This is an optimization exercise on Yosys and OpenROAD, whose aim is small area, not a production implementation.
The RTL was checked by simulation tests, not by an equivalence proof against the original design.
No activity file was given, so power comes from the tool's default toggle rates. The clock port is modelled as an ideal driver; clocking choices that lean on that would not hold on a real chip.

File: flow/run.sh
#!/bin/bash
# synth_recipe.tcl (not shown) runs the flow's synth.tcl, then flattens the netlist and writes it again
# the make line also repeats each setting of config.mk as NAME=value (left out here)
make -C /OpenROAD-flow-scripts/flow DESIGN_CONFIG=/design/flow/config.mk WORK_HOME=/design/flow/orfs CLKGATE_MAP_FILE= SYNTH_SCRIPT=/design/flow/synth_recipe.tcl finish
File: flow/config.mk
export PLATFORM = sky130hd
export DESIGN_NAME = cfs_aligner
export DESIGN_NICKNAME = cfs_aligner
export VERILOG_FILES = /design/flow/design.v
export SDC_FILE = /design/flow/constraint.sdc
export NUM_CORES = 4
export LEC_CHECK = 0
export CAP_MARGIN = 20
export CORE_MARGIN = 2
export CORE_UTILIZATION = 45
export CTS_BUF_LIST = sky130_fd_sc_hd__clkbuf_16
export CTS_CLUSTER_DIAMETER = 60
export CTS_CLUSTER_SIZE = 30
export SLEW_MARGIN = 20
File: flow/constraint.sdc
create_clock -name core_clock -period 10.0 [get_ports {clk}]
set_input_delay 2.0000 -clock core_clock [delete_from_list [all_inputs] [get_ports {clk}]]
set_output_delay 2.0000 -clock core_clock [all_outputs]
set_load 0.01 [all_outputs]
File: flow/design.v
  module cfs_rx_fifo (
    input             clk,
    input             reset_n,
    input             push,
    input      [33:0] push_data,
    input             pop,
    input      [31:0] buf_data,
    output reg [33:0] rd_data,
    output reg [3:0]  lvl
  );
    reg [33:0] mem [0:7];
    reg [2:0]  wr, rd;
    integer i;
    always @(posedge clk) begin
      if (push) mem[wr] <= push_data;
    end
    always_comb begin
      rd_data = {2'b0, buf_data & {32{~pop}}};
      for (i = 0; i < 8; i = i + 1)
        rd_data = rd_data | (mem[i] & {34{pop & (rd == i)}});
    end
    always @(posedge clk or negedge reset_n) begin
      if (!reset_n) begin
        wr  <= 0;
        rd  <= 0;
        lvl <= 0;
      end
      else begin
        if (push) wr <= wr + 1;
        if (pop)  rd <= rd + 1;
        lvl <= lvl + {3'b0, push} - {3'b0, pop};
      end
    end
  endmodule
  module cfs_rx_ctrl (
    input             clk,
    input             reset_n,
    input             clr_cnt_drop,
    output reg [7:0]  cnt_drop,
    input             md_rx_valid,
    input      [31:0] md_rx_data,
    input      [1:0]  md_rx_offset,
    input      [2:0]  md_rx_size,
    output reg        md_rx_ready,
    output reg        md_rx_err,
    output            push,
    output     [33:0] push_data,
    input             fifo_full
  );
    wire [2:0] s_in = md_rx_size;
    wire [1:0] o_in = md_rx_offset;
    wire ok = (s_in == 3'd1) |
              ((s_in == 3'd2) & ~o_in[0]) |
              ((s_in == 3'd3) & (o_in == 2'd2)) |
              ((s_in == 3'd4) & (o_in == 2'd0)) |
              ((s_in == 3'd5) & (o_in == 2'd1)) |
              ((s_in == 3'd6) & (o_in == 2'd2)) |
              ((s_in == 3'd7) & (o_in == 2'd3));
    wire [1:0] z_in = {(s_in == 3'd3) | (s_in == 3'd4) | (s_in == 3'd6),
                       (s_in == 3'd2) | (s_in == 3'd5) | (s_in == 3'd6) | (s_in == 3'd7)};
    wire       o_nz = (o_in != 2'd0);
    wire [1:0] c_in = o_nz ? 2'd3 : {s_in[2], s_in[1]};
    always_comb begin
      md_rx_err   = md_rx_valid & ~ok;
      md_rx_ready = md_rx_valid & (~ok | ~fifo_full);
    end
    assign push      = md_rx_valid & ok & ~fifo_full;
    assign push_data = {c_in, md_rx_data[31:4], o_nz ? {o_in, z_in} : md_rx_data[3:0]};
    reg        drop_pend;
    wire [7:0] cnt_live = cnt_drop + {7'b0, drop_pend};
    always @(posedge clk or negedge reset_n) begin
      if (!reset_n) begin
        cnt_drop  <= 0;
        drop_pend <= 0;
      end
      else begin
        cnt_drop  <= clr_cnt_drop ? 8'd0 : cnt_live;
        drop_pend <= md_rx_err & ~clr_cnt_drop & (cnt_live != 8'hff);
      end
    end
  endmodule
  module cfs_tx_fifo (
    input             clk,
    input             reset_n,
    input             push,
    input      [34:0] push_data,
    output reg [3:0]  lvl,
    output reg        md_tx_valid,
    output reg [31:0] md_tx_data,
    output reg [1:0]  md_tx_offset,
    output reg [2:0]  md_tx_size,
    input             md_tx_ready
  );
    reg [34:0] mem [0:7];
    reg [2:0]  wr, rd;
    reg [34:0] head;
    integer i;
    wire empty = (lvl == 0);
    wire pop   = ~empty & md_tx_ready;
    always @(posedge clk) begin
      if (push) mem[wr] <= push_data;
    end
    always_comb begin
      head = 0;
      for (i = 0; i < 8; i = i + 1)
        head = head | (mem[i] & {35{rd == i}});
      md_tx_valid  = ~empty;
      md_tx_data   = head[31:0];
      md_tx_size   = {head[34] & head[32], head[34] & ~head[32], ~head[34]};
      md_tx_offset = {head[33], head[32] & ~head[34]};
    end
    always @(posedge clk or negedge reset_n) begin
      if (!reset_n) begin
        wr  <= 0;
        rd  <= 0;
        lvl <= 0;
      end
      else begin
        if (push) wr <= wr + 1;
        if (pop)  rd <= rd + 1;
        lvl <= lvl + {3'b0, push} - {3'b0, pop};
      end
    end
  endmodule
  module cfs_ctrl (
    input             clk,
    input             reset_n,
    input             rx_empty,
    output            pop,
    input      [33:0] src,         
    output reg [31:0] buf_data,
    output reg        push_valid,
    output     [34:0] push_item,
    input             tx_full,
    input      [2:0]  ctrl_code
  );
    integer j, k, t;
    function automatic [2:0] f_sub3(input [2:0] a, input [2:0] b);
      integer x, y;
      f_sub3 = 0;
      for (x = 0; x < 8; x = x + 1)
        for (y = 0; y < 8; y = y + 1)
          if (a == x && b == y) f_sub3 = x - y;
    endfunction
    function automatic [2:0] f_add3(input [2:0] a, input [2:0] b);
      integer x, y;
      f_add3 = 0;
      for (x = 0; x < 8; x = x + 1)
        for (y = 0; y < 8; y = y + 1)
          if (a == x && b == y) f_add3 = x + y;
    endfunction
    function automatic f_ge3(input [2:0] a, input [2:0] b);
      integer x, y;
      f_ge3 = 0;
      for (x = 0; x < 8; x = x + 1)
        for (y = 0; y <= x; y = y + 1)
          if (a == x && b == y) f_ge3 = 1'b1;
    endfunction
    function automatic f_gt3(input [2:0] a, input [2:0] b);
      integer x, y;
      f_gt3 = 0;
      for (x = 0; x < 8; x = x + 1)
        for (y = 0; y < x; y = y + 1)
          if (a == x && b == y) f_gt3 = 1'b1;
    endfunction
    function automatic [3:0] f_add43(input [2:0] a, input [2:0] b);
      integer x, y;
      f_add43 = 0;
      for (x = 0; x < 8; x = x + 1)
        for (y = 0; y < 8; y = y + 1)
          if (a == x && b == y) f_add43 = x + y;
    endfunction
    function automatic f_sum_is(input [1:0] a, input [2:0] b, input integer c);
      integer x;
      f_sum_is = 0;
      for (x = 0; x < 4; x = x + 1)
        if (c - x >= 0 && c - x < 8)
          if (a == x && b == c - x) f_sum_is = 1'b1;
    endfunction
    function automatic f_win(input [2:0] code, input integer p);
      f_win = (code[2] ? (code[0] ? 4 : 2 + 2 * code[1]) : ({code[1], code[0]} + 1)) > p;
    endfunction
    wire [2:0] ctrl_size   = {ctrl_code[2] & ctrl_code[0], ctrl_code[2] & ~ctrl_code[0], ~ctrl_code[2]};
    wire [1:0] ctrl_offset = {ctrl_code[1], ctrl_code[0] & ~ctrl_code[2]};
    reg [2:0]  rem;
    reg [2:0]  ptr;
    reg [2:0]  aligned;
    reg [31:0] push_data;
    reg        pd_used;      
    reg [2:0]  push_code;
    assign pop       = ~rx_empty & (rem == 3'd0);
    assign push_item = {push_code, push_data};
    wire [31:0] sdata = src[31:0];
    wire        p_c3  = src[33] & src[32];
    wire [1:0]  p_off = p_c3 ? src[3:2] : 2'b00;
    reg  [2:0]  p_size;
    always_comb begin
      casez ({src[33:32], src[3:0]})
        6'b00_????: p_size = 3'd1;
        6'b01_????: p_size = 3'd2;
        6'b10_????: p_size = 3'd4;
        6'b11_01_01: p_size = 3'd5;
        6'b11_10_01: p_size = 3'd2;
        6'b11_10_10: p_size = 3'd3;
        6'b11_10_11: p_size = 3'd6;
        6'b11_11_01: p_size = 3'd7;
        default:  p_size = 3'd1;
      endcase
    end
    wire [2:0] src_off = pop ? {1'b0, p_off} : ptr;
    wire [2:0] avail   = pop ? p_size : rem;
    wire       has_src = pop | (rem != 3'd0);
    wire hold   = push_valid & tx_full;
    wire [2:0] a_eff  = push_valid ? 3'd0 : aligned;
    wire [2:0] need   = f_sub3(ctrl_size, a_eff);
    wire       enough = has_src & f_ge3(avail, need);
    wire big = f_gt3(a_eff, ctrl_size);
    wire [3:0] pos_eq, soff_eq, av_gt, wm;
    for (genvar p = 0; p < 4; p = p + 1) begin : g_eq
      assign pos_eq[p]  = f_sum_is(ctrl_offset, a_eff, p);
      assign soff_eq[p] = (src_off == p);
      assign av_gt[p]   = (avail > p);
      assign wm[p]      = f_win(ctrl_code, p) | big;
    end
    reg [15:0] bsel;
    always_comb begin
      for (j = 0; j < 4; j = j + 1)
        for (k = 0; k < 4; k = k + 1) begin
          bsel[4*j+k] = 1'b0;
          for (t = 0; t <= j && t <= k; t = t + 1)
            bsel[4*j+k] = bsel[4*j+k] | (pos_eq[j-t] & soff_eq[k-t] & av_gt[t]);
          bsel[4*j+k] = bsel[4*j+k] & wm[j];
        end
    end
    reg [31:0] outb;
    always_comb begin
      outb = 0;
      for (j = 0; j < 4; j = j + 1)
        for (k = 0; k < 4; k = k + 1)
          outb[8*j +: 8] = outb[8*j +: 8] | (sdata[8*k +: 8] & {8{bsel[4*j+k]}});
    end
    wire [3:0] ptr_sum = f_add43(src_off, hold ? 3'd0 : need);
    always @(posedge clk) begin
      buf_data <= sdata;
      ptr      <= ptr_sum[3:2] != 2'b00 ? 3'd4 : {1'b0, ptr_sum[1:0]};
      if (~hold) push_code <= ctrl_code;
      if (~hold) push_data <= (push_data & {32{~push_valid & pd_used}}) | outb;
    end
    always @(posedge clk or negedge reset_n) begin
      if (!reset_n) begin
        rem        <= 0;
        aligned    <= 0;
        push_valid <= 0;
        pd_used    <= 0;
      end
      else begin
        rem        <= hold ? avail : enough ? f_sub3(avail, need) : 3'd0;
        aligned    <= f_add3(a_eff, avail);    
        push_valid <= hold | enough;
        pd_used    <= 1'b1;
      end
    end
  endmodule
  module cfs_regs (
    input             clk,
    input             reset_n,
    input      [15:0] paddr,
    input             pwrite,
    input             psel,
    input             penable,
    input      [31:0] pwdata,
    output reg        pready,
    output reg [31:0] prdata,
    output reg        pslverr,
    output reg [2:0]  ctrl_code,
    output reg        ctrl_clr,
    input      [7:0]  cnt_drop,
    input      [3:0]  rx_lvl,
    input      [3:0]  tx_lvl,
    output            irq
  );
    wire [2:0] ctrl_size   = {ctrl_code[2] & ctrl_code[0], ctrl_code[2] & ~ctrl_code[0], ~ctrl_code[2]};
    wire [1:0] ctrl_offset = {ctrl_code[1], ctrl_code[0] & ~ctrl_code[2]};
    wire access    = psel & penable & ~pready;
    wire is_ctrl   = (paddr[15:2] == 14'h0000);
    wire is_status = (paddr[15:2] == 14'h0003);
    wire is_irqen  = (paddr[15:2] == 14'h003c);
    wire is_irq    = (paddr[15:2] == 14'h003d);
    wire unmapped  = ~(is_ctrl | is_status | is_irqen | is_irq);
    wire [2:0] w_size = pwdata[2:0];
    wire [1:0] w_off  = pwdata[9:8];
    wire ctrl_ok = (w_size == 3'd1) |
                   ((w_size == 3'd2) & ~w_off[0]) |
                   ((w_size == 3'd4) & (w_off == 2'd0));
    wire [2:0] w_code = {~w_size[0], w_off[1], w_size[0] ? w_off[0] : w_size[2]};
    reg       wr_ctrl_illegal;
    reg [4:0] irqen;
    reg [4:0] irq_flags;
    reg  [4:0] ev_dly;
    wire [4:0] ev_now  = {cnt_drop == 8'hff, tx_lvl[3], tx_lvl == 4'd0, rx_lvl[3], rx_lvl == 4'd0};
    wire [4:0] ev_edge = ev_now & ~ev_dly;
    assign irq = |(ev_edge & irqen);
    wire ctrl_wr = access & is_ctrl & pwrite;
    always @(posedge clk or negedge reset_n) begin
      if (!reset_n) begin
        pready          <= 0;
        wr_ctrl_illegal <= 0;
        ctrl_code       <= 0;
        ctrl_clr        <= 0;
        irqen           <= 0;
        irq_flags       <= 0;
        ev_dly          <= 5'b00101;
      end
      else begin
        pready   <= access & ~(ctrl_wr & ~wr_ctrl_illegal & ~ctrl_ok);
        ctrl_clr <= ctrl_wr & ~wr_ctrl_illegal & ctrl_ok & pwdata[16];
        if (ctrl_wr) begin
          wr_ctrl_illegal <= ~wr_ctrl_illegal & ~ctrl_ok;
          if (~wr_ctrl_illegal & ctrl_ok) ctrl_code <= w_code;
        end
        if (access & is_irqen & pwrite) irqen <= pwdata[4:0];
        irq_flags <= ev_edge | (irq_flags & ~(pwdata[4:0] & {5{access & is_irq & pwrite}}));
        ev_dly    <= ev_now;
      end
    end
    reg [31:0] rd_val;
    always_comb begin
      rd_val = 0;
      if (is_ctrl) begin
        rd_val[2:0] = ctrl_size;
        rd_val[9:8] = ctrl_offset;
      end
      if (is_status) begin
        rd_val[7:0]   = cnt_drop;
        rd_val[11:8]  = rx_lvl;
        rd_val[19:16] = tx_lvl;
      end
      if (is_irqen) rd_val[4:0] = irqen;
      if (is_irq)   rd_val[4:0] = irq_flags;
    end
    always @(posedge clk) begin
      prdata  <= pwrite ? 32'd0 : rd_val;
      pslverr <= unmapped | (pwrite & (is_status | (is_ctrl & wr_ctrl_illegal)));
    end
  endmodule
  module cfs_aligner#(
    parameter ALGN_DATA_WIDTH = 32,
    parameter FIFO_DEPTH      = 8,
    localparam int unsigned APB_ADDR_WIDTH    = 16,
    localparam int unsigned APB_DATA_WIDTH    = 32,
    localparam int unsigned ALGN_OFFSET_WIDTH = ALGN_DATA_WIDTH <= 8 ? 1 : $clog2(ALGN_DATA_WIDTH/8),
    localparam int unsigned ALGN_SIZE_WIDTH   = $clog2(ALGN_DATA_WIDTH/8)+1
  ) (
    input wire clk,
    input wire reset_n,
    input wire[APB_ADDR_WIDTH-1:0]    paddr,
    input wire                        pwrite,
    input wire                        psel,
    input wire                        penable,
    input wire[APB_DATA_WIDTH-1:0]    pwdata,
    output wire                        pready,
    output wire[APB_DATA_WIDTH-1:0]    prdata,
    output wire                        pslverr,
    input                             md_rx_valid,
    input[ALGN_DATA_WIDTH-1:0]        md_rx_data,
    input[ALGN_OFFSET_WIDTH-1:0]      md_rx_offset,
    input[ALGN_SIZE_WIDTH-1:0]        md_rx_size,
    output wire                        md_rx_ready,
    output wire                        md_rx_err,
    output wire                        md_tx_valid,
    output wire[ALGN_DATA_WIDTH-1:0]   md_tx_data,
    output wire[ALGN_OFFSET_WIDTH-1:0] md_tx_offset,
    output wire[ALGN_SIZE_WIDTH-1:0]   md_tx_size,
    input                             md_tx_ready,
    input                             md_tx_err,
    output wire                        irq
  );
    wire [2:0]  ctrl_code;
    wire        ctrl_clr;
    wire [7:0]  cnt_drop;
    wire [3:0]  rx_lvl, tx_lvl;
    wire        rx_push, rx_pop, push_valid;
    wire [33:0] rx_item, src;
    wire [31:0] buf_data;
    wire [34:0] push_item;
    cfs_rx_ctrl rx_ctrl (
      .clk         (clk),
      .reset_n     (reset_n),
      .clr_cnt_drop(ctrl_clr),
      .cnt_drop    (cnt_drop),
      .md_rx_valid (md_rx_valid),
      .md_rx_data  (md_rx_data),
      .md_rx_offset(md_rx_offset),
      .md_rx_size  (md_rx_size),
      .md_rx_ready (md_rx_ready),
      .md_rx_err   (md_rx_err),
      .push        (rx_push),
      .push_data   (rx_item),
      .fifo_full   (rx_lvl[3])
    );
    cfs_rx_fifo rx_fifo (
      .clk      (clk),
      .reset_n  (reset_n),
      .push     (rx_push),
      .push_data(rx_item),
      .pop      (rx_pop),
      .buf_data (buf_data),
      .rd_data  (src),
      .lvl      (rx_lvl)
    );
    cfs_ctrl ctrl (
      .clk       (clk),
      .reset_n   (reset_n),
      .rx_empty  (rx_lvl == 4'd0),
      .pop       (rx_pop),
      .src       (src),
      .buf_data  (buf_data),
      .push_valid(push_valid),
      .push_item (push_item),
      .tx_full   (tx_lvl[3]),
      .ctrl_code (ctrl_code)
    );
    cfs_tx_fifo tx_fifo (
      .clk         (clk),
      .reset_n     (reset_n),
      .push        (push_valid & ~tx_lvl[3]),
      .push_data   (push_item),
      .lvl         (tx_lvl),
      .md_tx_valid (md_tx_valid),
      .md_tx_data  (md_tx_data),
      .md_tx_offset(md_tx_offset),
      .md_tx_size  (md_tx_size),
      .md_tx_ready (md_tx_ready)
    );
    cfs_regs regs (
      .clk      (clk),
      .reset_n  (reset_n),
      .paddr    (paddr),
      .pwrite   (pwrite),
      .psel     (psel),
      .penable  (penable),
      .pwdata   (pwdata),
      .pready   (pready),
      .prdata   (prdata),
      .pslverr  (pslverr),
      .ctrl_code(ctrl_code),
      .ctrl_clr (ctrl_clr),
      .cnt_drop (cnt_drop),
      .rx_lvl   (rx_lvl),
      .tx_lvl   (tx_lvl),
      .irq      (irq)
    );
  endmodule
==> results.py, run 1 <==
metrics = {
    "detailed_routing": {
        "ant_nets": 0,
        "first_pass_iters": 8,
        "drtIter0Drc": 2413,
        "vias": 17810,
        "drc_errors": 0,
        "drt-total-wl_mm": 69.84,
        "viasPerCell": 6.212,
        "wl_per_cell_um": 24.36,
    },
    "global_routing": {
        "grt_max_degree": 71,
        "grt_usage_pct": 21.27,
        "grt_pass1_vias": 17470,
        "grt_pass1_wl_mm": 105.7,
        "overflow": 0,
        "antenna_found_initial": 3,
    },
    "layout": {
        "drive_gt1_share_pct": 8.818,
        "antenna_cells": 0,
        "layout.nets": 2118,
        "final_cell_mix": "edfxtp_1, a222oi_1, clkdlybuf4s50_1",
        "fin_area_mm2": 0.03208,
        "fin_util_pct": 51.79,
        "area_growth_pct": 13.20,
        "final_common_cell": "edfxtp_1",
    },
    "yosys": {
        "synth-adder-area-share_pct": 1.378,
        "yosys_warnings": 5,
        "async_reset_ff_share_pct": 8.321,
        "syn_inst": 1919,
        "synth_top_family_by_area": "compound AO/OA/AOI/OAI gates",
        "synth_xor_area_share_pct": 0.7418,
        "synth_largest_area_cell": "edfxtp_1",
        "synth_cell_types": 86,
        "synth_mux_area_share_pct": 2.066,
        "ys_seq_elements": 697,
        "ys_seq_area_share_pct": 71.01,
        "synth_simple_gate_area_share_pct": 6.619,
        "synth_compound_area_share_pct": 15.13,
        "syn-cell-area_mm2": 0.02834,
        "synth_ff_type": "edfxtp_1",
        "postSynthAreaPerCell_um2": 14.77,
        "synth_edf_count": 587,
        "synth_top_area_share_pct": 62.20,
        "synth_area_leaders": "edfxtp_1, dfrtp_1, a222oi_1, dfxtp_1, a22oi_1",
    },
    "pwr": {
        "intPower_mw": 6.188,
        "p_sw_share_pct": 39.29,
        "p_per_area_mw_per_mm2": 317.8,
        "p_comb_share_pct": 38.4,
        "p_leak_nw": 10.65,
        "switching_power_mw": 4.005,
        "seq_power_share_pct": 40.9,
        "clkPwrFrac_pct": 20.8,
        "ir_drop_v": 0.0002321,
    },
    "floorplan": {
        "rows": 91,
        "core-area_mm2": 0.06194,
        "die_w_um": 254.9,
        "die-height_um": 254.9,
        "start_util_pct": 45.75,
        "ios": 168,
        "fp.dieArea_mm2": 0.06499,
    },
    "clocking": {
        "path_clk_slew_ns": 0.08,
        "cts.hold.buffers_added": 0,
        "tritoncts": "done",
        "clock_sinks": 697,
        "cts_buffers": 46,
        "cts_max_level": 2,
        "cts.path.max_buffers": 3,
        "cts_resized": 0,
        "cts-root-buf": "clkbuf_16",
        "clock_latency_ns": 0.63,
        "cts_setup_buffers": 0,
    },
    "worst_setup_path": {
        "critPathKind": "input pin to output pin",
        "crit_path_max_fanout": 8,
        "required_ns": 8.00,
        "critPathLaunchType": "input pin",
        "end_kind": "output pin",
        "cp_data_arrival_time_ns": 4.08,
    },
    "timing": {
        "slew_headroom_pct": 29.79,
        "timing.fmax_ghz": 0.1644,
        "post-route-period-util_pct": 60.84,
        "setup_ws_ns": 3.916,
        "worst_slew_pin_slew_ns": 1.053,
        "setup_viol": 0,
        "finalCriticalPeriod_ns": 6.084,
        "hold_viol_final": 0,
        "maxSlewViolCount": 0,
        "skew_ns": 0.05300,
        "rsz0062_at_grt": "false",
        "final.setup.tns_ns": 0,
    },
    "place": {
        "dp_slack_ns": 3.865,
        "gp_congestion": 0.8590,
        "place_hpwl_mm": 40.53,
        "numPortBuffers": 124,
        "postPlaceCellArea_mm2": 0.03040,
    },
    "min_path": {
        "hold_class": "flop to flop",
    },
    "run": {
        "cap_violations": 0,
    },
    "outcome": {
        "status": "no timing/DRC/antenna violations",
    },
}
[power by group through the flow]
stage | logic (mW) | registers [mW] | clock network, mW
after floorplan | 2.66 | 4.02 | 0
after global placement | 3.84 | 4.19 | 0
after detailed placement | 3.89 | 4.23 | 0
after CTS | 3.91 | 4.16 | 2.17
after global routing | 4.25 | 4.22 | 2.27
final | 3.91 | 4.16 | 2.12
[path summary, 6_finish.rpt]
kind	start	to	slack, ns	cells after the start
max	md_rx_size[2]	md_rx_ready	3.92	6
min	rx_fifo.lvl[3]	regs.ev_dly[1]	0.41	0
max reg2reg	rx_fifo.rd[2]	ctrl.push_data[15]	4.61	12
min reg2reg	rx_fifo.lvl[3]	regs.ev_dly[1]	0.41	0
max in group asynchronous	reset_n	regs.irq_flags[2]	7.85	2
min in group asynchronous	reset_n	tx_fifo.lvl[2]	1.56	2
[cell families (layout without fill, tap and decap cells)]
logic type	Yosys count	count (layout)
compound gates	525	525
mux	56	56
xor+xnor	24	24
fa+ha+maj	30	30
other cells	2	17
simple gates	381	381
buf+inv	204	300
flops	697	697
[registers in the layout (all words and copies together) (netlist names), 4 cells and up]
signal,cells
ctrl.buf_data,32
ctrl.push_data,32
regs.ev_dly,5
regs.irq_flags,5
regs.irqen,5
regs.prdata,16
rx_ctrl.cnt_drop,8
rx_fifo.lvl,4
rx_fifo.mem,272
tx_fifo.lvl,4
tx_fifo.mem,280
[layout make-up]
type / count / area (µm²)
well taps: 837 / 1047
flip-flops and latches: 697 / 20120
repair buffers: 152 / 1446
clock buffers: 47 / 1176
inverters: 65 / 244.0
multi-input cells: 1033 / 7541
fillers: 5156 / 29860
clock inverters: 36 / 500.5
[worst max-delay path, cell delays in order]
cell and delay [ns]:
clkdlybuf4s50_1 0.61, nor2_1 0.11, a211o_1 0.27, a21oi_1 0.38
a21boi_0 0.20, clkdlybuf4s50_1 0.51
[cells in the mapped netlist, types with 15 or more instances]
cell	count
edfxtp_1	587
a222oi_1	131
nor2_1	115
nand2_1	81
a22oi_1	80
clkbuf_1	79
inv_1	61
dfrtp_1	56
dfxtp_1	52
a21oi_1	48
mux2i_1	45
nand3_1	45
o21ai_0	45
a221o_1	35
o221ai_1	30
a221oi_1	28
ha_1	28
nor3_1	28
buf_1	27
and3_1	22
buf_4	18
xnor2_1	16
a31oi_1	15
nor4_1	15
o211ai_1	15
[layer usage]
layer	track usage [%]	wire, µm
met5	0	46
met4	5.163	1349
met3	3.051	4179
met2	35.93	34700
met1	29.17	29560
[metrics by stage]
step           instances  power [mW]  hold WS, ns
2_1_floorplan       1934       6.680       0.3692
3_5_place_dp        2784       8.121       0.3960
3_3_place_gp        2784       8.035       0.3977
6_report            2867       10.19       0.4148
4_1_cts             2867       10.24       0.4179
5_1_grt             2867       10.74       0.4284
==> inputs of run 2 (changes only) <==
--- a/flow/config.mk
+++ b/flow/config.mk
@@ -8,7 +8,7 @@
 export CAP_MARGIN = 20
 export CORE_MARGIN = 2
 export CORE_UTILIZATION = 45
-export CTS_BUF_LIST = sky130_fd_sc_hd__clkbuf_16
-export CTS_CLUSTER_DIAMETER = 60
-export CTS_CLUSTER_SIZE = 30
+export CTS_BUF_LIST = sky130_fd_sc_hd__clkbuf_8
+export CTS_CLUSTER_DIAMETER = 50
+export CTS_CLUSTER_SIZE = 16
 export SLEW_MARGIN = 20
==> results.py, run 2 <==
metrics = {
    "outcome": {
        "status": "no timing/DRC/antenna violations",
    },
    "timing": {
        "final.setup.tns_ns": 0,
        "worst_slew_pin_slew_ns": 1.060,
        "setup_viol": 0,
        "timing.hold.ws_ns": 0.4257,
        "skew_ns": 0.04055,
        "finalCriticalPeriod_ns": 6.076,
        "slew_headroom_pct": 29.35,
        "timing.fmax_ghz": 0.1646,
        "post-route-period-util_pct": 60.76,
        "hold_viol_final": 0,
        "maxSlewViolCount": 0,
        "rsz0062_at_grt": "false",
        "setup_ws_ns": 3.924,
    },
    "worst_setup_path": {
        "critPathKind": "input pin to output pin",
        "cpMostUsedCell": "clkdlybuf4s50_1",
        "worstRegToRegCells": 13,
        "end_kind": "output pin",
        "crit_path_max_fanout": 8,
        "required_ns": 8.00,
        "cp_slowest_stage_delay_ns": 0.61,
        "cp_num_buf_inv": 2,
        "path_cells": "clkdlybuf4s50_1, nor2_1, a211o_1, a21oi_1, a21boi_0, clkdlybuf4s50_1",
        "crit_slowest_cell": "clkdlybuf4s50_1",
        "cp_data_arrival_time_ns": 4.08,
        "cp_top_family": "buffers and inverters",
        "critPathLaunchType": "input pin",
        "cp.depth": 6,
    },
    "pwr": {
        "seq_power_share_pct": 41.4,
        "p_comb_share_pct": 38.9,
        "p_per_area_mw_per_mm2": 314.5,
        "p_sw_share_pct": 39.55,
        "switching_power_mw": 3.977,
        "intPower_mw": 6.079,
        "p_leak_nw": 10.64,
        "ir_drop_v": 0.0002318,
        "clkPwrFrac_pct": 19.6,
    },
    "floorplan": {
        "die_w_um": 254.9,
        "die-height_um": 254.9,
        "ios": 168,
        "core-area_mm2": 0.06194,
        "rows": 91,
        "fp.dieArea_mm2": 0.06499,
        "start_util_pct": 45.75,
    },
    "layout": {
        "fillers": 5198,
        "fin_area_mm2": 0.03197,
        "reg_top3": "tx_fifo.mem (280), rx_fifo.mem (272)",
        "layout.nets": 2142,
        "drive_gt1_share_pct": 10.46,
        "final_cell_mix": "edfxtp_1, a222oi_1, clkdlybuf4s50_1",
        "final_common_cell": "edfxtp_1",
        "largest_reg_flops": 280,
        "area_growth_pct": 12.84,
        "top_register": "tx_fifo.mem",
        "fin_util_pct": 51.62,
    },
    "place": {
        "gp_congestion": 0.8590,
        "postPlaceCellArea_mm2": 0.03040,
        "dp_slack_ns": 3.865,
        "numPortBuffers": 124,
        "place_hpwl_mm": 40.53,
    },
    "detailed_routing": {
        "wl_per_cell_um": 24.16,
        "first_pass_iters": 11,
        "drtIter0Drc": 2276,
        "drt-total-wl_mm": 70.37,
        "ant_nets": 0,
        "drc_errors": 0,
        "viasPerCell": 6.126,
        "vias": 17850,
    },
    "yosys": {
        "synth_simple_gate_area_share_pct": 6.619,
        "async_reset_ff_share_pct": 8.321,
        "ys_seq_area_share_pct": 71.01,
        "synth_ff_type": "edfxtp_1",
        "synth_xor_area_share_pct": 0.7418,
        "syn_inst": 1919,
        "synth_edf_count": 587,
        "synth_largest_area_cell": "edfxtp_1",
        "syn-cell-area_mm2": 0.02834,
        "synth_mux_area_share_pct": 2.066,
        "synth_top_area_share_pct": 62.20,
        "yosys_warnings": 5,
        "synth_common_cells": "edfxtp_1, a222oi_1, nor2_1",
        "synth_top_family_by_area": "compound AO/OA/AOI/OAI gates",
        "synth_most_common_cell": "edfxtp_1",
        "postSynthAreaPerCell_um2": 14.77,
        "synth_area_leaders": "edfxtp_1, dfrtp_1, a222oi_1, dfxtp_1, a22oi_1",
        "ys_seq_elements": 697,
        "synth_cell_types": 86,
        "synth-adder-area-share_pct": 1.378,
        "synth_compound_area_share_pct": 15.13,
    },
    "clocking": {
        "clock_latency_ns": 0.71,
        "cts_buffers": 70,
        "cts_max_level": 3,
        "cts-root-buf": "clkbuf_8",
        "cts_resized": 0,
        "clock_sinks": 697,
        "cts.hold.buffers_added": 0,
        "cts.path.max_buffers": 3,
        "cts_setup_buffers": 0,
        "path_clk_slew_ns": 0.10,
        "tritoncts": "done",
    },
    "min_path": {
        "hold_depth": 0,
        "hold_class": "flop to flop",
    },
    "global_routing": {
        "grt_pass1_vias": 17610,
        "met1_usage_pct": 29.31,
        "grt_pass1_wl_mm": 106.2,
        "grt_use_met2_pct": 35.91,
        "grt_usage_pct": 21.50,
        "grt_max_degree": 71,
        "met3_usage_pct": 3.590,
        "antenna_found_initial": 4,
        "gr-max-usage-layer": "met2",
        "overflow": 0,
    },
    "run": {
        "cap_violations": 0,
    },
}
==> run 2: changes by cell type in the layout (fill, tap and decap cells not counted), sizes merged <==
cell	before	now
diode	0	2
clkinvlp	4	9
inv	84	89
clkinv	11	16
clkbuf	47	72
bufinv	2	6
==> run 2: routing by layer <==
metal | vias up | routed length, µm | share of wire (%)
met5 | - | 46 | 0.065
met4 | 6 | 1346 | 1.9
met3 | 112 | 4599 | 6.5
met2 | 701 | 34720 | 49
met1 | 9023 | 29660 | 42
li1 | 8004 | - | -
==> run 2: cells by family after synthesis <==
kind of cell / Yosys count
DFF: 697
AOI/OAI and AO/OA: 525
and+or+nand+nor: 381
buffers and inverters: 204
muxes: 56
adders and majority gates: 30
xor gates and xnor gates: 24
other: 2
==> run 2: layout make-up <==
cell class                      count  area, µm²  share of cell area [%]
Antenna cell                        2      5.005                 0.01565
Clock buffer                       72      991.0                   3.099
Clock inverter                     55      578.1                   1.808
Inverter                           65      244.0                  0.7631
Multi-Input combinational cell   1033       7541                   23.58
Sequential cell                   697      20120                   62.93
Tap cell                          837       1047                   3.275
Timing Repair Buffer              152       1446                   4.524
==> run 2: power groups by stage <==
stage | sequential, mW | clock (mW) | combinational [mW]
6_report | 4.17 | 1.97 | 3.91
5_1_grt | 4.22 | 2.13 | 4.25
4_1_cts | 4.16 | 2.02 | 3.91
3_5_place_dp | 4.23 | 0 | 3.89
3_3_place_gp | 4.19 | 0 | 3.84
2_1_floorplan | 4.02 | 0 | 2.66
==> run 2: path summary, 6_finish.rpt <==
check	from	endpoint	slack, ns
setup / recovery	md_rx_size[2]	md_rx_ready	3.92
hold / removal	rx_fifo.lvl[3]	regs.ev_dly[1]	0.43
setup reg to reg	rx_fifo.rd[2]	ctrl.push_data[4]	4.62
hold reg to reg	rx_fifo.lvl[3]	regs.ev_dly[1]	0.43
max in group asynchronous	reset_n	ctrl.rem[2]	7.96
min in group asynchronous	reset_n	tx_fifo.lvl[2]	1.48
==> run 2: metrics by stage <==
| step | std cells | power (mW) |
|---|---|---|
| floorplan | 1934 | 6.680 |
| global placement | 2784 | 8.035 |
| detailed placement | 2784 | 8.121 |
| CTS | 2911 | 10.10 |
| global route | 2913 | 10.61 |
| finish | 2913 | 10.06 |
==> inputs of run 3 (changes only) <==
==> flow/flow/run.sh (new file) <==
#!/bin/bash
set -euo pipefail
bash standard.sh \
  "BUFFER_PORTS_ARGS=-buffer_cell sky130_fd_sc_hd__buf_1" \
  "CTS_ARGS=-sink_clustering_enable -repair_clock_nets -buf_list sky130_fd_sc_hd__clkbuf_8 -sink_clustering_size 18 -sink_clustering_max_diameter 80 -dont_use_dummy_load" \
  finish > standard.log 2>&1
==> flow/standard.sh (new file) <==
#!/bin/bash
# synth_recipe.tcl (not shown) runs the flow's synth.tcl, then flattens the netlist and writes it again
# the make line also repeats each setting of config.mk as NAME=value (left out here)
make -C /OpenROAD-flow-scripts/flow DESIGN_CONFIG=/design/flow/config.mk WORK_HOME=/design/flow/orfs CLKGATE_MAP_FILE= SYNTH_SCRIPT=/design/flow/synth_recipe.tcl "${@:-finish}"
removed: flow/run.sh
==> results.py, run 3 <==
metrics = {
    "layout": {
        "largest_reg_flops": 280,
        "fin_util_pct": 48.88,
        "layout.nets": 2118,
        "final_cell_mix": "edfxtp_1, a222oi_1, buf_1",
        "top_register": "tx_fifo.mem",
        "fillers": 5370,
        "area_growth_pct": 6.848,
        "reg_top3": "tx_fifo.mem (280), rx_fifo.mem (272)",
        "final_common_cell": "edfxtp_1",
        "drive_gt1_share_pct": 7.175,
    },
    "detailed_routing": {
        "viasPerCell": 6.212,
        "wl_per_cell_um": 24.68,
        "vias": 17590,
        "drt-total-wl_mm": 69.89,
        "ant_nets": 0,
        "first_pass_iters": 10,
        "drc_errors": 0,
        "drtIter0Drc": 2350,
    },
    "run": {
        "cap_violations": 0,
    },
    "yosys": {
        "async_reset_ff_share_pct": 8.321,
        "yosys_warnings": 5,
        "synth_top_area_share_pct": 62.20,
        "synth_ff_type": "edfxtp_1",
        "synth_most_common_cell": "edfxtp_1",
        "ys_seq_elements": 697,
        "synth_largest_area_cell": "edfxtp_1",
        "postSynthAreaPerCell_um2": 14.77,
        "syn_inst": 1919,
        "synth_edf_count": 587,
        "synth_area_leaders": "edfxtp_1, dfrtp_1, a222oi_1, dfxtp_1, a22oi_1",
        "synth_cell_types": 86,
        "synth_common_cells": "edfxtp_1, a222oi_1, nor2_1",
        "ys_seq_area_share_pct": 71.01,
        "syn-cell-area_mm2": 0.02834,
    },
    "floorplan": {
        "ios": 168,
        "core-area_mm2": 0.06194,
        "start_util_pct": 45.75,
        "die_w_um": 254.9,
        "die-height_um": 254.9,
        "fp.dieArea_mm2": 0.06499,
        "rows": 91,
    },
    "pwr": {
        "p_leak_nw": 9.855,
        "p_per_area_mw_per_mm2": 302.0,
        "ir_drop_v": 0.0002127,
        "power_mw": 9.143,
    },
    "timing": {
        "post-route-period-util_pct": 55.78,
        "worst_slew_pin_slew_ns": 1.078,
        "finalCriticalPeriod_ns": 5.578,
        "timing.fmax_ghz": 0.1793,
        "setup_viol": 0,
        "rsz0062_at_grt": "false",
        "setup_ws_ns": 4.422,
        "timing.hold.ws_ns": 0.4283,
        "hold_viol_final": 0,
        "final.setup.tns_ns": 0,
        "skew_ns": 0.08865,
        "slew_headroom_pct": 27.57,
        "maxSlewViolCount": 0,
    },
    "clocking": {
        "cts_resized": 0,
        "cts_max_level": 2,
        "cts-root-buf": "clkbuf_8",
        "cts_buffers": 46,
        "clock_latency_ns": 0.68,
        "cts.path.max_buffers": 3,
        "clock_sinks": 697,
        "tritoncts": "done",
        "cts_setup_buffers": 0,
        "path_clk_slew_ns": 0.11,
        "cts.hold.buffers_added": 0,
    },
    "global_routing": {
        "grt_pass1_vias": 17120,
        "antenna_found_initial": 4,
        "grt_max_degree": 71,
        "grt_pass1_wl_mm": 104.5,
        "grt_usage_pct": 21.17,
        "overflow": 0,
    },
    "worst_setup_path": {
        "cp_data_arrival_time_ns": 5.98,
        "end_kind": "flop",
        "required_ns": 10.40,
        "crit_path_max_fanout": 30,
        "critPathLaunchType": "flop",
        "critPathKind": "flop to flop",
    },
    "outcome": {
        "status": "no timing/DRC/antenna violations",
    },
    "place": {
        "dp_slack_ns": 4.586,
        "gp_congestion": 0.8532,
        "numPortBuffers": 124,
        "place_hpwl_mm": 40.24,
    },
    "min_path": {
        "hold_class": "flop to flop",
    },
}
[run 3: final cells by class]
cell class                      count  area (µm²)  share of cell area (%)
Sequential cell                   697       20120                   66.46
Multi-Input combinational cell   1033        7550                   24.93
Tap cell                          837        1047                   3.459
Timing Repair Buffer              152       676.9                   2.236
Clock buffer                       46       633.1                   2.091
Inverter                           65       244.0                  0.8058
Antenna cell                        2       5.005                 0.01653
[run 3: cell families after synthesis]
family	after synthesis	share of synthesized area, %
buf+inv	204	3.029
mux	56	2.066
flops	697	71.01
fa+ha+maj	30	1.378
other cells	2	0.02650
compound gates	525	15.13
xor+xnor	24	0.7418
simple gates	381	6.619
[run 3: stage by stage]
stage	area (µm²)	cells
CTS	30270	2830
global route	30280	2832
finish	30280	2832
global placement	29640	2784
detailed placement	29640	2784
floorplan	28390	1934
[run 3: per-layer routing]
layer	share of wire, %	track usage, %	wire length [µm]	up-vias
met2	49	35.47	34540	688
met4	1.5	4.478	1039	4
met1	42	29.40	29280	8940
met5	0.043	0	30	-
met3	7.2	3.254	5003	81
li1	-	-	-	7878
[run 3: worst paths after layout]
path | from | endpoint | slack, ns | cells past startpoint
setup / recovery | rx_fifo.rd[2] | ctrl.push_data[15] | 4.42 | 11
hold / removal | rx_fifo.lvl[3] | regs.ev_dly[1] | 0.43 | 0
setup reg to reg | rx_fifo.rd[2] | ctrl.push_data[15] | 4.42 | 11
hold reg to reg | rx_fifo.lvl[3] | regs.ev_dly[1] | 0.43 | 0
max in group asynchronous | reset_n | regs.irqen[1] | 7.89 | 2
min in group asynchronous | reset_n | tx_fifo.lvl[2] | 1.52 | 2
[run 3: critical path: stages, from the launching register on]
cell	delay [ns]
dfrtp_1	0.74
inv_1	0.23
ha_1	0.31
buf_4	0.30
a222oi_1	0.51
nand2_1	0.27
a31oi_1	0.39
o21a_1	0.75
nand2_1	0.53
o211ai_1	0.89
o221ai_1	0.21
a21o_1	0.19
[run 3: where the power goes]
part	switching [mW]	leakage [nW]	internal [mW]
clock	0.838	0.331	0.415
sequential	0.394	6.47	3.77
combinational	2.50	3.06	1.22
==> inputs of run 4 (changes only) <==
==> flow/flow/run.sh (replaced) <==
#!/bin/bash
set -euo pipefail
bash standard.sh \
  "BUFFER_PORTS_ARGS=-buffer_cell sky130_fd_sc_hd__buf_1" \
  "CTS_ARGS=-sink_clustering_enable -repair_clock_nets -buf_list sky130_fd_sc_hd__clkbuf_16 -sink_clustering_size 34 -sink_clustering_max_diameter 100 -dont_use_dummy_load" \
  finish > standard.log 2>&1
==> results.py, run 4 <==
metrics = {
    "pwr": {
        "ir_drop_v": 0.0002148,
        "p_comb_share_pct": 40.5,
        "intPower_mw": 5.478,
        "p_per_area_mw_per_mm2": 303.2,
        "seq_power_share_pct": 45.3,
        "switching_power_mw": 3.714,
        "clkPwrFrac_pct": 14.1,
        "p_sw_share_pct": 40.41,
        "p_leak_nw": 9.857,
    },
    "yosys": {
        "async_reset_ff_share_pct": 8.321,
        "ys_seq_area_share_pct": 71.01,
        "synth_top_area_share_pct": 62.20,
        "synth_edf_count": 587,
        "ys_seq_elements": 697,
        "yosys_warnings": 5,
        "syn_inst": 1919,
        "synth_area_leaders": "edfxtp_1, dfrtp_1, a222oi_1, dfxtp_1, a22oi_1",
        "synth_most_common_cell": "edfxtp_1",
        "syn-cell-area_mm2": 0.02834,
        "postSynthAreaPerCell_um2": 14.77,
        "synth_largest_area_cell": "edfxtp_1",
        "synth_common_cells": "edfxtp_1, a222oi_1, nor2_1",
        "synth_ff_type": "edfxtp_1",
        "synth_cell_types": 86,
    },
    "worst_setup_path": {
        "cp_top_family": "compound AO/OA/AOI/OAI gates",
        "critPathKind": "flop to flop",
        "crit_path_max_fanout": 30,
        "cp_num_buf_inv": 2,
        "cp_slowest_stage_delay_ns": 0.85,
        "end_kind": "flop",
        "critPathLaunchType": "flop",
        "cp_data_arrival_time_ns": 5.83,
        "cpMostUsedCell": "nand2_1",
        "crit_slowest_cell": "o211ai_1",
        "required_ns": 10.38,
        "path_cells": "inv_1, ha_1, buf_4, a222oi_1, nand2_1, a31oi_1, o21a_1, nand2_1, o211ai_1, o221ai_1, a21o_1",
    },
    "min_path": {
        "hold_class": "flop to flop",
    },
    "clocking": {
        "cts_setup_buffers": 0,
        "path_clk_slew_ns": 0.12,
        "clock_sinks": 697,
        "tritoncts": "done",
        "cts_max_level": 1,
        "cts-root-buf": "clkbuf_16",
        "cts_resized": 0,
        "cts.path.max_buffers": 3,
        "clock_latency_ns": 0.63,
        "cts.hold.buffers_added": 0,
        "cts_buffers": 27,
    },
    "place": {
        "numPortBuffers": 124,
        "postPlaceCellArea_mm2": 0.02964,
        "place_hpwl_mm": 40.24,
        "gp_congestion": 0.8532,
        "placed_cells": 2784,
    },
    "layout": {
        "multi_input_comb_area_mm2": 0.007550,
        "largest_reg_flops": 280,
        "final_cell_mix": "edfxtp_1, a222oi_1, buf_1",
        "fin_area_mm2": 0.03032,
        "final_cells": 2812,
        "seqCellArea_mm2": 0.02012,
        "drive_gt1_share_pct": 6.282,
        "top_register": "tx_fifo.mem",
        "final_common_cell": "edfxtp_1",
        "fillers": 5356,
        "area_growth_pct": 6.989,
        "reg_top3": "tx_fifo.mem (280), rx_fifo.mem (272)",
        "layout.nets": 2099,
    },
    "global_routing": {
        "grt_pass1_wl_mm": 103.9,
        "antenna_found_initial": 3,
        "overflow": 0,
        "grt_pass1_vias": 17020,
        "grt_max_degree": 71,
        "grt_usage_pct": 20.91,
    },
    "detailed_routing": {
        "drc_errors": 0,
        "drt-total-wl_mm": 69.48,
        "vias": 17530,
        "ant_nets": 0,
        "viasPerCell": 6.233,
        "drtIter0Drc": 2297,
        "first_pass_iters": 12,
        "wl_per_cell_um": 24.71,
    },
    "timing": {
        "timing.fmax_ghz": 0.1834,
        "maxSlewViolCount": 0,
        "rsz0062_at_grt": "false",
        "worst_slew_pin_slew_ns": 1.079,
        "hold_viol_final": 0,
        "post-route-period-util_pct": 54.52,
        "final.setup.tns_ns": 0,
        "finalCriticalPeriod_ns": 5.452,
        "setup_viol": 0,
        "slew_headroom_pct": 27.53,
        "skew_ns": 0.06501,
    },
    "floorplan": {
        "fp.dieArea_mm2": 0.06499,
        "ios": 168,
        "die-height_um": 254.9,
        "core-area_mm2": 0.06194,
        "die_w_um": 254.9,
        "rows": 91,
        "start_util_pct": 45.75,
    },
    "outcome": {
        "status": "no timing/DRC/antenna violations",
    },
    "run": {
        "cap_violations": 0,
    },
}
run 4: cell type report:
class | instances | share of cell area, %
Tap cell | 837 | 3.454
Multi-Input combinational cell | 1033 | 24.90
Clock buffer | 27 | 2.229
Timing Repair Buffer | 152 | 2.233
Antenna cell | 1 | 0.008254
Sequential cell | 697 | 66.37
Inverter | 65 | 0.8048
run 4: cells by family after synthesis:
kind of cell / count (synthesis) / share of synthesized area (%)
flip-flops: 697 / 71.01
buffers and inverters: 204 / 3.029
other: 2 / 0.02650
adder cells (fa/ha/maj): 30 / 1.378
AO/OA/AOI/OAI: 525 / 15.13
multiplexers: 56 / 2.066
XOR/XNOR: 24 / 0.7418
AND/OR/NAND/NOR: 381 / 6.619
run 4: final timing paths:
path,startpoint,endpoint,slack [ns],cells past startpoint
worst min register to register,rx_fifo.lvl[3],regs.ev_dly[1],0.43,0
min in group asynchronous,reset_n,tx_fifo.rd[2],1.55,2
worst max-delay path,rx_fifo.rd[2],ctrl.push_data[15],4.55,11
worst max register to register,rx_fifo.rd[2],ctrl.push_data[15],4.55,11
worst min-delay path,rx_fifo.lvl[3],regs.ev_dly[1],0.43,0
max in group asynchronous,reset_n,ctrl.push_valid,7.87,2
run 4: layer usage:
metal / GRT usage [%] / wire [µm] / part of all wire [%] / up-vias
met1: 29.10 / 29640 / 43 / 8975
met2: 35.75 / 34560 / 50 / 628
met5: 0 / 29 / 0.042 / -
met3: 2.766 / 4327 / 6.2 / 60
li1: - / - / - / 7860
met4: 3.492 / 919 / 1.3 / 4
run 4: power groups by stage:
stage | clock, mW | combinational, mW | sequential (mW)
2_1_floorplan | 0 | 2.66 | 4.02
3_3_place_gp | 0 | 3.65 | 4.20
6_report | 1.30 | 3.73 | 4.16
4_1_cts | 1.34 | 3.71 | 4.16
3_5_place_dp | 0 | 3.70 | 4.23
5_1_grt | 1.42 | 4.07 | 4.22
run 4: metrics by stage:
stage | power [mW] | util, % | hold slack (ns) | worst slack (ns)
floorplan | 6.680 | - | 0.3692 | 3.987
global placement | 7.842 | 47.85 | 0.4071 | 4.610
detailed placement | 7.925 | 47.85 | 0.4050 | 4.586
CTS | 9.211 | 48.94 | 0.4337 | 4.579
global route | 9.710 | 48.94 | 0.4467 | 4.080
finish | 9.192 | 48.95 | 0.4347 | 4.548
==> inputs of run 5 (changes only) <==
==> flow/flow/run.sh (replaced) <==
#!/bin/bash
set -euo pipefail
bash standard.sh \
  "BUFFER_PORTS_ARGS=-buffer_cell sky130_fd_sc_hd__buf_1" \
  "CTS_ARGS=-sink_clustering_enable -repair_clock_nets -buf_list sky130_fd_sc_hd__clkbuf_8 -sink_clustering_size 16 -sink_clustering_max_diameter 50 -dont_use_dummy_load" \
  finish > standard.log 2>&1
==> results.py, run 5 <==
metrics = {
    "outcome": {
        "status": "no timing/DRC/antenna violations",
    },
    "run": {
        "cap_violations": 0,
    },
    "timing": {
        "timing.hold.ws_ns": 0.4155,
        "final.setup.tns_ns": 0,
        "skew_ns": 0.09374,
        "hold_viol_final": 0,
        "rsz0062_at_grt": "false",
        "timing.fmax_ghz": 0.1831,
        "maxSlewViolCount": 0,
        "worst_slew_pin_slew_ns": 1.098,
        "post-route-period-util_pct": 54.63,
        "finalCriticalPeriod_ns": 5.463,
        "setup_viol": 0,
        "slew_headroom_pct": 26.22,
    },
    "yosys": {
        "synth_common_cells": "edfxtp_1, a222oi_1, nor2_1",
        "synth_most_common_cell": "edfxtp_1",
        "synth_top_area_share_pct": 62.20,
        "postSynthAreaPerCell_um2": 14.77,
        "yosys_warnings": 5,
        "synth_ff_type": "edfxtp_1",
        "syn_inst": 1919,
        "ys_seq_area_share_pct": 71.01,
        "ys_seq_elements": 697,
        "syn-cell-area_mm2": 0.02834,
        "synth_largest_area_cell": "edfxtp_1",
        "async_reset_ff_share_pct": 8.321,
        "synth_edf_count": 587,
        "synth_cell_types": 86,
        "synth_area_leaders": "edfxtp_1, dfrtp_1, a222oi_1, dfxtp_1, a22oi_1",
    },
    "detailed_routing": {
        "drtIter0Drc": 2429,
        "ant_nets": 0,
        "viasPerCell": 6.180,
        "drc_errors": 0,
        "wl_per_cell_um": 24.51,
        "drt-total-wl_mm": 70.16,
        "vias": 17690,
        "first_pass_iters": 10,
    },
    "layout": {
        "fillers": 5315,
        "top_register": "tx_fifo.mem",
        "final_cell_mix": "edfxtp_1, a222oi_1, buf_1",
        "layout.nets": 2146,
        "largest_reg_flops": 280,
        "final_common_cell": "edfxtp_1",
        "drive_gt1_share_pct": 8.461,
        "reg_top3": "tx_fifo.mem (280), rx_fifo.mem (272)",
        "multi_input_comb_area_mm2": 0.007550,
        "area_growth_pct": 8.226,
        "seqCellArea_mm2": 0.02012,
    },
    "pwr": {
        "ir_drop_v": 0.0002148,
        "p_per_area_mw_per_mm2": 307.6,
        "p_leak_nw": 10.06,
    },
    "global_routing": {
        "grt_pass1_vias": 17360,
        "antenna_found_initial": 4,
        "overflow": 0,
        "grt_pass1_wl_mm": 104.9,
        "grt_max_degree": 71,
        "grt_usage_pct": 21.37,
    },
    "min_path": {
        "whs_endpoint": "regs.ev_dly[1]",
        "hold_depth": 0,
        "holdCritStartpoint": "rx_fifo.lvl[3]",
        "hold_class": "flop to flop",
    },
    "clocking": {
        "cts_max_level": 3,
        "cts_resized": 0,
        "cts_setup_buffers": 0,
        "clock_latency_ns": 0.69,
        "clock_sinks": 697,
        "cts.hold.buffers_added": 0,
        "tritoncts": "done",
        "cts_buffers": 74,
        "cts.path.max_buffers": 3,
        "path_clk_slew_ns": 0.08,
        "cts-root-buf": "clkbuf_8",
    },
    "worst_setup_path": {
        "worstRegToRegCells": 11,
        "path_cells": "inv_1, ha_1, buf_4, a222oi_1, nand2_1, a31oi_1, o21a_1, nand2_1, o211ai_1, o221ai_1, a21o_1",
        "end_kind": "flop",
        "crit_slowest_cell": "o211ai_1",
        "reg2reg_setup_slack_ns": 4.54,
        "critPathLaunchType": "flop",
        "reg2reg_to": "ctrl.push_data[15]",
        "critPathKind": "flop to flop",
        "cp_data_arrival_time_ns": 5.87,
        "cp_slowest_stage_delay_ns": 0.83,
        "reg2reg_from": "rx_fifo.rd[2]",
        "cpMostUsedCell": "nand2_1",
        "required_ns": 10.41,
        "crit_path_max_fanout": 30,
    },
    "floorplan": {
        "core-area_mm2": 0.06194,
        "start_util_pct": 45.75,
        "rows": 91,
        "fp.dieArea_mm2": 0.06499,
        "die-height_um": 254.9,
        "ios": 168,
        "die_w_um": 254.9,
    },
    "place": {
        "numPortBuffers": 124,
        "place_hpwl_mm": 40.24,
        "gp_congestion": 0.8532,
    },
}
## run 5: cell types whose count changed in the layout (fill, tap and decap cells not counted)
cell       previous run  this run
clkbuf_16            27         0
diode_2               1         4
clkbuf_8              0        74
## run 5: area by class of cell
| class | instances | area share, % |
|---|---|---|
| Multi-Input combinational cell | 1033 | 24.62 |
| Sequential cell | 697 | 65.61 |
| Inverter | 65 | 0.7956 |
| Antenna cell | 4 | 0.03264 |
| Clock buffer | 74 | 3.321 |
| Timing Repair Buffer | 152 | 2.207 |
| Tap cell | 837 | 3.415 |
## run 5: where the power goes
| group | total, mW | leakage [nW] | internal (mW) | switching, mW |
|---|---|---|---|---|
| Sequential | 4.17 | 6.47 | 3.77 | 0.394 |
| Combinational | 3.72 | 3.06 | 1.22 | 2.50 |
| Clock | 1.55 | 0.532 | 0.658 | 0.888 |
| Total | 9.43 | 10.1 | 5.65 | 3.78 |
## run 5: layer usage
layer	vias to the layer above	share of wire, %	wire length, µm	track usage, %
met5	-	0.043	30	0
met4	4	1.7	1201	5.113
met3	95	6.9	4822	4.119
met2	686	49	34540	35.53
met1	8951	42	29560	29.11
li1	7951	-	-	-
## run 5: logic make-up after synthesis
group                    synth area share (%)
flip-flops                              71.01
AO/OA/AOI/OAI                           15.13
AND/OR/NAND/NOR                         6.619
buffers and inverters                   3.029
multiplexers                            2.066
adder cells (fa/ha/maj)                 1.378
XOR/XNOR                               0.7418
other                                 0.02650
## run 5: worst max-delay path by stage
stage	start	to	slack, ns
after floorplan	md_rx_size[2]	rx_fifo.mem[2][0]	3.99
after global placement	md_rx_size[2]	md_rx_ready	4.61
after detailed placement	md_rx_size[2]	md_rx_ready	4.59
after CTS	tx_fifo.rd[0]	md_tx_offset[0]	4.55
after global routing	rx_fifo.rd[2]	ctrl.push_data[15]	4.09
final	rx_fifo.rd[2]	ctrl.push_data[15]	4.54
## run 5: through the flow
| step | worst slack, ns | cell area [µm²] | utilization, % | power [mW] | instances |
|---|---|---|---|---|---|
| after floorplan | 3.987 | 28390 | - | 6.680 | 1934 |
| after global placement | 4.610 | 29640 | 47.85 | 7.842 | 2784 |
| after detailed placement | 4.586 | 29640 | 47.85 | 7.925 | 2784 |
| after global routing | 4.090 | 30660 | 49.51 | 9.978 | 2860 |
| final | 4.537 | 30670 | 49.51 | 9.433 | 2862 |
| after CTS | 4.548 | 30660 | 49.50 | 9.471 | 2858 |
## run 5: worst max-delay path: cells and delay by family, from the launching register on
family,cells,cell delay (ns)
compound gates,6,2.85
fa+ha+maj,1,0.31
buf+inv,2,0.53
flops,1,0.72
simple gates,2,0.79
==> inputs of run 6 (changes only) <==
==> flow/flow/run.sh (replaced) <==
#!/bin/bash
set -euo pipefail
bash standard.sh \
  "BUFFER_PORTS_ARGS=-buffer_cell sky130_fd_sc_hd__buf_1" \
  "CTS_ARGS=-sink_clustering_enable -repair_clock_nets -buf_list sky130_fd_sc_hd__clkbuf_8 -sink_clustering_size 16 -sink_clustering_max_diameter 70 -dont_use_dummy_load" \
  finish > standard.log 2>&1
==> flow/config.mk (replaced) <==
export PLATFORM = sky130hd
export DESIGN_NAME = cfs_aligner
export DESIGN_NICKNAME = cfs_aligner
export VERILOG_FILES = /design/flow/design.v
export SDC_FILE = /design/flow/constraint.sdc
export NUM_CORES = 4
export LEC_CHECK = 0
export CAP_MARGIN = 0
export CORE_MARGIN = 2
export CORE_UTILIZATION = 60
export SLEW_MARGIN = 0
==> results.py, run 6 <==
metrics = {
    "worst_setup_path": {
        "critPathKind": "flop to output pin",
        "crit_slowest_cell": "a222oi_1",
        "cp-startpoint": "tx_fifo.rd[0]",
        "cp_num_buf_inv": 2,
        "crit_path_max_fanout": 70,
        "reg2reg_from": "rx_fifo.rd[2]",
        "cp_data_arrival_time_ns": 3.15,
        "end_kind": "output pin",
        "cp_slowest_stage_delay_ns": 0.55,
        "path_cells": "inv_1, ha_4, a222oi_1, nand2_1, a222oi_1, nor2b_1, buf_1",
        "cp_top_family": "compound AO/OA/AOI/OAI gates",
        "cpMostUsedCell": "a222oi_1",
        "critPathLaunchType": "flop",
        "required_ns": 8.00,
    },
    "global_routing": {
        "grt_max_degree": 71,
        "antenna_found_initial": 3,
        "grt_pass1_vias": 17190,
        "overflow": 0,
        "grt_usage_pct": 27.39,
        "grt_pass1_wl_mm": 103.8,
    },
    "yosys": {
        "synth_area_leaders": "edfxtp_1, dfrtp_1, a222oi_1, dfxtp_1, a22oi_1",
        "async_reset_ff_share_pct": 8.321,
        "synth_cell_types": 86,
        "syn_inst": 1919,
        "synth_most_common_cell": "edfxtp_1",
        "ys_seq_area_share_pct": 71.01,
        "synth_common_cells": "edfxtp_1, a222oi_1, nor2_1",
        "syn-cell-area_mm2": 0.02834,
        "synth_top_area_share_pct": 62.20,
        "postSynthAreaPerCell_um2": 14.77,
        "ys_seq_elements": 697,
        "synth_largest_area_cell": "edfxtp_1",
        "synth_ff_type": "edfxtp_1",
        "yosys_warnings": 5,
        "synth_edf_count": 587,
    },
    "layout": {
        "largest_reg_flops": 280,
        "final_common_cell": "edfxtp_1",
        "fillers": 3392,
        "final_cell_mix": "edfxtp_1, a222oi_1, buf_1",
        "layout.nets": 2121,
        "area_growth_pct": 6.062,
        "final_cells": 2605,
        "top_register": "tx_fifo.mem",
        "drive_gt1_share_pct": 7.365,
        "reg_top3": "tx_fifo.mem (280), rx_fifo.mem (272)",
    },
    "floorplan": {
        "rows": 79,
        "die_w_um": 221.3,
        "die-height_um": 221.3,
        "ios": 168,
        "core-area_mm2": 0.04656,
        "fp.dieArea_mm2": 0.04898,
        "start_util_pct": 60.87,
    },
    "outcome": {
        "status": "no timing/DRC/antenna violations",
    },
    "clocking": {
        "path_clk_slew_ns": 0.10,
        "cts.hold.buffers_added": 0,
        "cts_resized": 0,
        "clock_sinks": 697,
        "tritoncts": "done",
        "cts.path.max_buffers": 3,
        "cts_max_level": 2,
        "cts_buffers": 51,
        "cts_setup_buffers": 0,
        "cts-root-buf": "clkbuf_8",
        "clock_latency_ns": 0.69,
    },
    "detailed_routing": {
        "drc_errors": 0,
        "drt-total-wl_mm": 67.96,
        "first_pass_iters": 8,
        "viasPerCell": 6.806,
        "vias": 17730,
        "ant_nets": 0,
        "drtIter0Drc": 2522,
        "wl_per_cell_um": 26.09,
    },
    "timing": {
        "post-route-period-util_pct": 51.52,
        "skew_ns": 0.08051,
        "timing.fmax_ghz": 0.1941,
        "hold_viol_final": 0,
        "rsz0062_at_grt": "false",
        "setup_viol": 0,
        "slew_headroom_pct": 31.50,
        "worst_slew_pin_slew_ns": 1.017,
        "finalCriticalPeriod_ns": 5.152,
        "maxSlewViolCount": 0,
        "final.setup.tns_ns": 0,
    },
    "min_path": {
        "holdCritStartpoint": "rx_fifo.lvl[3]",
        "hold_class": "flop to flop",
    },
    "place": {
        "place_hpwl_mm": 39.09,
        "numPortBuffers": 124,
        "placed_cells": 2552,
        "gp_congestion": 0.8876,
    },
    "run": {
        "cap_violations": 0,
    },
    "pwr": {
        "p_leak_nw": 9.882,
        "ir_drop_v": 0.0002417,
        "p_per_area_mw_per_mm2": 304.8,
    },
}
[run 6: worst paths after layout]
path                                           to  slack [ns]  cells after the start
min in group asynchronous           tx_fifo.rd[1]        1.47                      2
worst min register to register     regs.ev_dly[1]        0.46                      0
worst max register to register  ctrl.push_data[5]        4.88                     13
worst min-delay path               regs.ev_dly[1]        0.46                      0
max in group asynchronous             ctrl.rem[1]        7.95                      2
worst max-delay path                md_tx_size[1]        4.85                      7
[run 6: final cells by class]
class	instances	area [µm²]	area share [%]
multi-input combinational	1033	7561	25.16
clock buffer	51	701.9	2.335
timing repair buffer	150	661.9	2.202
inverter	65	244.0	0.8118
tap	607	759.5	2.527
antenna	2	5.005	0.01665
sequential	697	20120	66.95
[run 6: per-stage QoR]
step	hold WS, ns	cell area (µm²)	total power [mW]	utilization (%)	setup slack [ns]
after global routing	0.4746	30050	9.665	64.55	4.566
after detailed placement	0.4243	29350	7.894	63.04	4.858
final	0.4603	30060	9.160	64.56	4.848
after global placement	0.4210	29350	7.830	63.04	4.853
after floorplan	0.3692	28390	6.680	-	3.987
after CTS	0.4505	30050	9.160	64.55	4.777
[run 6: cells by family after synthesis]
| family | synth area share [%] |
|---|---|
| and+or+nand+nor | 6.619 |
| adders and majority gates | 1.378 |
| other | 0.02650 |
| buffers and inverters | 3.029 |
| DFF | 71.01 |
| AOI/OAI and AO/OA | 15.13 |
| muxes | 2.066 |
| xor gates and xnor gates | 0.7418 |
[run 6: power breakdown]
part / switching, mW / leakage, nW / internal [mW]
sequential: 0.391 / 6.47 / 3.77
combinational: 2.49 / 3.05 / 1.23
clock: 0.829 / 0.367 / 0.456
[run 6: layer usage]
layer | track usage (%) | part of all wire, % | vias up
li1 | - | - | 7883
met1 | 40.22 | 43 | 8988
met2 | 43.84 | 48 | 750
met3 | 4.130 | 7.3 | 107
met4 | 6.300 | 1.7 | 2
met5 | 0 | 0.019 | -

==> separate check: timing with driven ports <==
The flow's constraints put no driver on any port. The routed layouts listed below were extracted and timed again, unchanged, in two steps. Step 1 sets driving cells, clkbuf_16 on the clock port and buf_2 on the other inputs (assumed; they add their load-dependent delay and slew). Step 2 adds t to the input delays and takes it off the output delays; t is the mean of the earliest and latest rising clock arrival at the registers after step 1. Input paths then give back, and output paths get back, about the clock's delay inside the block. Slacks: no drivers / after step 1 / after step 2; pairs: no drivers / after step 1.
run	t, ns	setup slack, ns	worst setup path after step 2	latest minus earliest clock arrival (ns)
run 1	0.662	3.916 / 3.893 / 3.893	input to output	0.060 / 0.060
run 2	0.738	3.924 / 3.901 / 3.901	input to output	0.045 / 0.045
run 3	0.690	4.422 / 4.422 / 4.422	register to register	0.090 / 0.090
run 4	0.661	4.548 / 4.548 / 4.548	register to register	0.069 / 0.068
run 5	0.695	4.537 / 4.537 / 4.537	register to register	0.111 / 0.111
run 6	0.706	4.848 / 4.793 / 4.856	input to output	0.083 / 0.083
After both steps every run listed still meets setup and hold.
